Background: an optimization exercise with open tools, aiming at small area. Do not read the settings as production practice.
In this exercise RTL edits were held to simulation tests only and were not proved equivalent to the original.
Power and IR drop assume default switching activity.

==> branch umber: inputs <==
==> flow/design.v (excerpt) <==
module myDISP(
		input           clk,
		input           rst_n,
		input           key,
		output   [4:0]  vga_r,
		output   [5:0]  vga_g,
		output   [4:0]  vga_b,
		output          vga_vsync,
		output          vga_hsync,
		output  [16:0]  rom_addr,
		input   [3:0]   rom_data
    );
==> module myDISP, before the edit <==
module myDISP(
		input           clk,
		input           rst_n,
		input           key,
		output   [4:0]  vga_r,
		output   [5:0]  vga_g,
		output   [4:0]  vga_b,
		output          vga_vsync,
		output          vga_hsync,
		output  [16:0]  rom_addr,
		input   [3:0]   rom_data
    );
    reg  [1:0]  hp, vp;
    reg  [8:0]  x;
    reg  [12:0] u;
    reg  [3:0]  d;
    wire hp0 = (hp == 2'd0);
    wire hp1 = (hp == 2'd1);
    wire hp2 = (hp == 2'd2);
    wire hp3 = (hp == 2'd3);
    wire ht  = hp1 | hp2;
    wire vt  = vp[0] ^ vp[1];
    wire x216 = x[7] & x[6] & x[4] & x[3];
    wire x399 = x[8] & x[7] & x[3] & x[2] & x[1] & x[0];
    wire x39  = x[5] & x[2] & x[1] & x[0];
    wire hend = (hp0 & x216) | (ht & x399) | (hp3 & x39);
    wire wrap = hp3 & x39;                   
    always @(posedge clk or negedge rst_n) begin
        if (!rst_n) begin
            hp <= 2'd0;
            x  <= 9'd0;
        end else if (hend) begin
            hp <= hp + 2'd1;
            x  <= 9'd0;
        end else begin
            x  <= x + 9'd1;
        end
    end
    wire u26   = u[4] & u[3] & u[1];
    wire u7499 = u[12] & u[11] & u[10] & u[8] & u[6] & u[3] & u[1] & u[0];
    wire vend  = (vp == 2'd0) ? u26 : u7499;
    always @(posedge clk or negedge rst_n) begin
        if (!rst_n) begin
            vp <= 2'd0;
            u  <= 13'd0;
        end else if (vp == 2'd3 && u[0]) begin
            vp <= 2'd0;
            u  <= 13'd0;
        end else if (wrap) begin
            if (vp != 2'd3 && vend) begin
                vp <= vp + 2'd1;
                u  <= 13'd0;
            end else begin
                u  <= u + 13'd1;
            end
        end else if (vt && ht) begin
            if (x399) begin
                if (hp1) u <= u - 13'd24;
            end else if (x[3:0] == 4'hf) begin
                u <= u + 13'd1;
            end
        end
    end
    always @(posedge clk) d <= rom_data;
    wire vis = vt & ht;
    assign rom_addr = vis ? {u, x[3:0]} : 17'd0;
    assign vga_hsync = ~(hp0 & ~x[8] & ~x[7]);
    assign vga_vsync = ~((vp == 2'd0) & ~u[4] & ~u[3] & ~u[2]);
    wire z = hp0 & (x[7:0] == 8'd0) & (vp == 2'd0) & (u[4:0] == 5'd0);
    wire [3:0] c2 = {4{z}} | ({4{vis}} & d);
    wire e     = hp0 & x216;                 
    wire f     = hp1 & x399;                 
    wire lt99  = x < 9'd99;
    wire lt199 = x < 9'd199;
    wire lt299 = x < 9'd299;
    wire ra = e | (hp1 & lt299) | (hp2 & ~lt199);
    wire rb = e | (hp1 & lt299) | (hp2 & ~lt299);
    wire ga = (hp1 & ~lt99)  | (hp2 & (lt99 | ~lt299));
    wire gb = (hp1 & ~lt199) | (hp2 & (lt99 | ~lt299));
    wire bb = hp2 | f;
    assign vga_r = key ? {c2, z}       : {ra, rb, ra, ra, ra};
    assign vga_g = key ? {c2, z, z}    : {ga, gb, gb, gb, gb, gb};
    assign vga_b = key ? {c2, z}       : {bb, bb, bb, bb, bb};
endmodule
export LEC_CHECK = 0
export CAP_MARGIN = 20
export CORE_MARGIN = 2
export CORE_UTILIZATION = 40
export SLEW_MARGIN = 20
create_clock -name core_clock -period 10.0 [get_ports {clk}]
run.sh (not shown) runs the stock make flow with config.mk's settings and CLKGATE_MAP_FILE= SYNTH_SCRIPT=/design/flow/synth_recipe.tcl, a recipe that flattens the netlist after the stock synthesis.
==> branch pepper (differences from branch umber) <==
==> flow/design.v (replaced) <==
`timescale 1ns / 1ps
module myDISP(
		input           clk,
		input           rst_n,
		input           key,
		output   [4:0]  vga_r,
		output   [5:0]  vga_g,
		output   [4:0]  vga_b,
		output          vga_vsync,
		output          vga_hsync,
		output  [16:0]  rom_addr,
		input   [3:0]   rom_data
    );
    reg  [1:0]  hp, vp;
    reg  [8:0]  x;
    reg  [12:0] u;
    reg  [3:0]  d;
    wire hp0 = ~hp[1] & ~hp[0];
    wire hp1 = ~hp[1] &  hp[0];
    wire hp2 =  hp[1] &  hp[0];
    wire hp3 =  hp[1] & ~hp[0];
    wire ht  = hp[0];
    wire vp0 = ~vp[1] & ~vp[0];
    wire vp3 =  vp[1] & ~vp[0];
    wire vt  = vp[0];
    wire x216 = x[7] & x[6] & x[4] & x[3];
    wire x399 = x[8] & x[7] & x[3] & x[2] & x[1] & x[0];
    wire x39  = x[5] & x[2] & x[1] & x[0];
    wire hend = (hp0 & x216) | (ht & x399) | (hp3 & x39);
    wire wrap = hp3 & x39;                   
    always @(posedge clk) begin
        if (!rst_n) begin
            hp <= 2'd0;
            x  <= 9'd0;
        end else if (hend) begin
            hp <= {hp[0], ~hp[1]};
            x  <= 9'd0;
        end else begin
            x  <= x + 9'd1;
        end
    end
    wire u26   = u[4] & u[3] & u[1];
    wire u7499 = u[12] & u[11] & u[10] & u[8] & u[6] & u[3] & u[1] & u[0];
    wire vend  = vp0 ? u26 : u7499;
    wire dn = vt & hp1 & x399;
    wire up = wrap | (vt & ht & ~x399 & (x[3:0] == 4'hf));
    reg [12:0] ut;
    reg        c, b;
    integer    i;
    always @* begin
        c = up;
        b = dn;
        for (i = 0; i < 13; i = i + 1) begin
            if (i < 3) begin
                ut[i] = c;
            end else if (i == 3) begin
                ut[i] = c | dn;
                b     = dn & ~u[3];
            end else if (i == 4) begin
                ut[i] = c | (dn & u[3]);
                b     = dn & ~(u[3] & u[4]);
            end else begin
                ut[i] = c | b;
                b     = b & ~u[i];
            end
            c = c & u[i];
        end
    end
    always @(posedge clk) begin
        if (!rst_n) begin
            vp <= 2'd0;
            u  <= 13'd0;
        end else if (vp3 & u[0]) begin
            vp <= 2'd0;
            u  <= 13'd0;
        end else if (wrap & ~vp3 & vend) begin
            vp <= {vp[0], ~vp[1]};
            u  <= 13'd0;
        end else begin
            u  <= u ^ ut;
        end
    end
    always @(posedge clk) d <= rom_data;
    wire vis = vt & ht & rst_n;
    assign rom_addr = vis ? {u, x[3:0]} : 17'd0;
    assign vga_hsync = rst_n & ~(hp0 & ~x[8] & ~x[7]);
    assign vga_vsync = rst_n & ~(vp0 & ~u[4] & ~u[3] & ~u[2]);
    wire z = ~rst_n | (hp0 & (x[7:0] == 8'd0) & vp0 & (u[4:0] == 5'd0));
    wire kz = key & z;
    wire kv = key & vis;
    wire [3:0] nk2 = ~({4{kz}} | ({4{kv}} & d));
    wire nkz = ~kz;
    wire e     = hp0 & x216;                 
    wire f     = hp1 & x399;                 
    wire lt99  = x < 9'd99;
    wire lt199 = x < 9'd199;
    wire lt299 = x < 9'd299;
    wire nk    = ~key & rst_n;
    wire h1    = nk & hp1;
    wire h2    = nk & hp2;
    wire ek    = nk & e;
    wire fk    = nk & f;
    wire nra = ~(ek | (h1 & lt299) | (h2 & ~lt199));
    wire nrb = ~(ek | (h1 & lt299) | (h2 & ~lt299));
    wire nga = ~((h1 & ~lt99)  | (h2 & (lt99 | ~lt299)));
    wire ngb = ~((h1 & ~lt199) | (h2 & (lt99 | ~lt299)));
    wire nbb = ~(h2 | fk);
    assign vga_r = ~({nk2, nkz}      & {nra, nrb, nra, nra, nra});
    assign vga_g = ~({nk2, nkz, nkz} & {nga, ngb, ngb, ngb, ngb, ngb});
    assign vga_b = ~({nk2, nkz}      & {nbb, nbb, nbb, nbb, nbb});
endmodule
==> flow/flow/run.sh (new file) <==
#!/bin/bash
# The standard layout (standard.sh, unchanged synthesis), except:
#  - the port buffers that buffer_ports inserts are buf_1 cells;
#  - after floorplan, logic cells go back to their smallest drive strength;
#  - CTS options (no dummy loads).
set -e
export BUFFER_PORTS_ARGS="-buffer_cell sky130_fd_sc_hd__buf_1"
export POST_FLOORPLAN_TCL="$(pwd)/flow/downsize.tcl"
export CTS_ARGS="-sink_clustering_enable -repair_clock_nets -dont_use_dummy_load -buf_list sky130_fd_sc_hd__clkbuf_2 -root_buf sky130_fd_sc_hd__clkbuf_4"
bash standard.sh > standard.log 2>&1
==> flow/flow/downsize.tcl (new file) <==
set db [ord::get_db]
set n 0
foreach inst [[ord::get_db_block] getInsts] {
  set name [[$inst getMaster] getName]
  if {[regexp {^(sky130_fd_sc_hd__[a-z0-9]+)_([0-9]+)$} $name -> base drv] && $drv > 1} {
    foreach d {0 1} {
      set m [$db findMaster "${base}_$d"]
      if {$m != "NULL"} { break }
    }
    if {$m != "NULL" && [$m getName] != $name} {
      $inst swapMaster $m
      incr n
    }
  }
}
puts "downsize: $n cells set to their smallest drive strength"
==> flow/standard.sh (new file) <==
#!/bin/bash
# synth_recipe.tcl (not shown) runs the flow's synth.tcl, then flattens the netlist and writes it again
# the make line also repeats each setting of config.mk as NAME=value (left out here)
make -C /OpenROAD-flow-scripts/flow DESIGN_CONFIG=/design/flow/config.mk WORK_HOME=/design/flow/orfs CLKGATE_MAP_FILE= SYNTH_SCRIPT=/design/flow/synth_recipe.tcl "${@:-finish}"
removed: flow/run.sh
==> branch yarrow (differences from branch umber) <==
==> flow/design.v (replaced) <==
`timescale 1ns / 1ps
module myDISP(
		input           clk,
		input           rst_n,
		input           key,
		output   [4:0]  vga_r,
		output   [5:0]  vga_g,
		output   [4:0]  vga_b,
		output          vga_vsync,
		output          vga_hsync,
		output  [16:0]  rom_addr,
		input   [3:0]   rom_data
    );
    reg  [1:0]  hp, vp;
    reg  [8:0]  x;
    reg  [12:0] u;
    reg  [3:0]  d;
    wire hp0 = (hp == 2'd0);
    wire hp1 = (hp == 2'd1);
    wire hp2 = (hp == 2'd2);
    wire hp3 = (hp == 2'd3);
    wire ht  = hp1 | hp2;
    wire vp0 = (vp == 2'd0);
    wire vp3 = (vp == 2'd3);
    wire vt  = vp[0] ^ vp[1];
    wire x216 = x[7] & x[6] & x[4] & x[3];
    wire x399 = x[8] & x[7] & x[3] & x[2] & x[1] & x[0];
    wire x39  = x[5] & x[2] & x[1] & x[0];
    wire hend = (hp0 & x216) | (ht & x399) | (hp3 & x39);
    wire wrap = hp3 & x39;                   
    always @(posedge clk) begin
        if (!rst_n) begin
            hp <= 2'd0;
            x  <= 9'd0;
        end else if (hend) begin
            hp <= hp + 2'd1;
            x  <= 9'd0;
        end else begin
            x  <= x + 9'd1;
        end
    end
    wire u26   = u[4] & u[3] & u[1];
    wire u7499 = u[12] & u[11] & u[10] & u[8] & u[6] & u[3] & u[1] & u[0];
    wire vend  = vp0 ? u26 : u7499;
    wire dn = vt & hp1 & x399;
    wire up = wrap | (vt & ht & ~x399 & (x[3:0] == 4'hf));
    always @(posedge clk) begin
        if (!rst_n) begin
            vp <= 2'd0;
            u  <= 13'd0;
        end else if (vp3 & u[0]) begin
            vp <= 2'd0;
            u  <= 13'd0;
        end else if (wrap & ~vp3 & vend) begin
            vp <= vp + 2'd1;
            u  <= 13'd0;
        end else begin
            u  <= u + {{8{dn}}, 1'b0, dn, 2'b00, up};
        end
    end
    always @(posedge clk) d <= rom_data;
    wire vis = vt & ht & rst_n;
    assign rom_addr = vis ? {u, x[3:0]} : 17'd0;
    assign vga_hsync = rst_n & ~(hp0 & ~x[8] & ~x[7]);
    assign vga_vsync = rst_n & ~(vp0 & ~u[4] & ~u[3] & ~u[2]);
    wire z = ~rst_n | (hp0 & (x[7:0] == 8'd0) & vp0 & (u[4:0] == 5'd0));
    wire kz = key & z;
    wire kv = key & vis;
    wire [3:0] nk2 = ~({4{kz}} | ({4{kv}} & d));
    wire nkz = ~kz;
    wire e     = hp0 & x216;                 
    wire f     = hp1 & x399;                 
    wire lt99  = x < 9'd99;
    wire lt199 = x < 9'd199;
    wire lt299 = x < 9'd299;
    wire nk    = ~key & rst_n;
    wire h1    = nk & hp1;
    wire h2    = nk & hp2;
    wire ek    = nk & e;
    wire fk    = nk & f;
    wire nra = ~(ek | (h1 & lt299) | (h2 & ~lt199));
    wire nrb = ~(ek | (h1 & lt299) | (h2 & ~lt299));
    wire nga = ~((h1 & ~lt99)  | (h2 & (lt99 | ~lt299)));
    wire ngb = ~((h1 & ~lt199) | (h2 & (lt99 | ~lt299)));
    wire nbb = ~(h2 | fk);
    assign vga_r = ~({nk2, nkz}      & {nra, nrb, nra, nra, nra});
    assign vga_g = ~({nk2, nkz, nkz} & {nga, ngb, ngb, ngb, ngb, ngb});
    assign vga_b = ~({nk2, nkz}      & {nbb, nbb, nbb, nbb, nbb});
endmodule
==> flow/flow/run.sh (new file) <==
#!/bin/bash
# The standard layout (standard.sh, unchanged synthesis), except:
#  - the port buffers that buffer_ports inserts are buf_1 cells;
#  - after floorplan, logic cells go back to their smallest drive strength;
#  - CTS options (no dummy loads).
set -e
export BUFFER_PORTS_ARGS="-buffer_cell sky130_fd_sc_hd__buf_1"
export POST_FLOORPLAN_TCL="$(pwd)/flow/downsize.tcl"
export CTS_ARGS="-sink_clustering_enable -repair_clock_nets -dont_use_dummy_load -buf_list sky130_fd_sc_hd__clkbuf_2 -root_buf sky130_fd_sc_hd__clkbuf_4"
bash standard.sh > standard.log 2>&1
==> flow/flow/downsize.tcl (new file) <==
set db [ord::get_db]
set n 0
foreach inst [[ord::get_db_block] getInsts] {
  set name [[$inst getMaster] getName]
  if {[regexp {^(sky130_fd_sc_hd__[a-z0-9]+)_([0-9]+)$} $name -> base drv] && $drv > 1} {
    foreach d {0 1} {
      set m [$db findMaster "${base}_$d"]
      if {$m != "NULL"} { break }
    }
    if {$m != "NULL" && [$m getName] != $name} {
      $inst swapMaster $m
      incr n
    }
  }
}
puts "downsize: $n cells set to their smallest drive strength"
==> flow/standard.sh (new file) <==
#!/bin/bash
# synth_recipe.tcl (not shown) runs the flow's synth.tcl, then flattens the netlist and writes it again
# the make line also repeats each setting of config.mk as NAME=value (left out here)
make -C /OpenROAD-flow-scripts/flow DESIGN_CONFIG=/design/flow/config.mk WORK_HOME=/design/flow/orfs CLKGATE_MAP_FILE= SYNTH_SCRIPT=/design/flow/synth_recipe.tcl "${@:-finish}"
removed: flow/run.sh
==> metrics.md <==
| Metric | Value |
|---|---|
| Result of the run | timing/DRC/antenna clean |
| Met2 track demand over resource in global routing | 29.0% |
| Synth top cells by count | dfrtp_1 (26), nor2_1 (26), and3_1 (21), nand2_1 (21), inv_1 (18) |
| Switching portion of total power | 23.3% |
| Final Net Count | 333 |
| Placeable core region | 0.00554 mm² |
| Most frequent cells in the layout | clkdlybuf4s50_1 (41), nor2_1 (26), dfrtp_1 (26) |
| Effective utilization at floorplan | 41.6% |
| Routed length on met3 | 292 µm |
(the above is from branch umber)
==> metrics.md <==
| Metric | Value |
|---|---|
| Result of the run | timing/DRC/antenna clean |
| Routed length on met3 | 228 µm |
| Effective utilization at floorplan | 42.2% |
| Most frequent cells in the layout | buf_1 (41), dfxtp_1 (30), nor2_1 (29) |
| Wire length on met1 | 2.17 mm |
| Synth top cells by count | dfxtp_1 (30), nor2_1 (28), nand2_1 (27) |
| Placeable core region | 0.00482 mm² |
| Final Net Count | 303 |
| Switching portion of total power | 25.9% |
(the above is from branch yarrow)
==> metrics.md <==
| Metric | Value |
|---|---|
| Routed length on met3 | 262 µm |
| Result of the run | timing/DRC/antenna clean |
| Most frequent cells in the layout | buf_1 (41), nor2_1 (38), dfxtp_1 (30) |
| Met2 track demand over resource in global routing | 25.3% |
(the above is from branch pepper)

-- separate check: timing with driven ports --
How much do the figures lean on ideal ports? The routed layouts below were timed once more, with nothing changed but the port constraints.
Step 1 sets driving cells, clkbuf_16 on the clock port and buf_2 on the other inputs (assumed; they add their load-dependent delay and slew).
Step 2, shift: input delay + t, output delay - t, t = (earliest + latest rising clock arrival at the registers) / 2. This alone moves slack from input paths to output paths.
Three values: ideal, step 1, step 2; two values: the first two.
| run | shift t [ns] | setup WS [ns] | worst hold slack (ns) | worst slew at a driven data input, ns | cell pins on the clock port's net |
|---|---|---|---|---|---|
| branch umber | 0.313 | 4.070 / 4.047 / 4.047 | 0.510 / 0.510 / 0.510 | 0.03 | 1 |
| branch pepper | 0.347 | 4.279 / 4.255 / 4.255 | 0.511 / 0.511 / 0.511 | 0.03 | 1 |
| branch yarrow | 0.350 | 4.498 / 4.476 / 4.476 | 0.492 / 0.492 / 0.492 | 0.03 | 1 |
After both steps setup and hold are still met in every run listed. The setup slack of branch pepper, which loses most, moves by -0.024 ns with the drivers and by -0.024 ns with both steps.
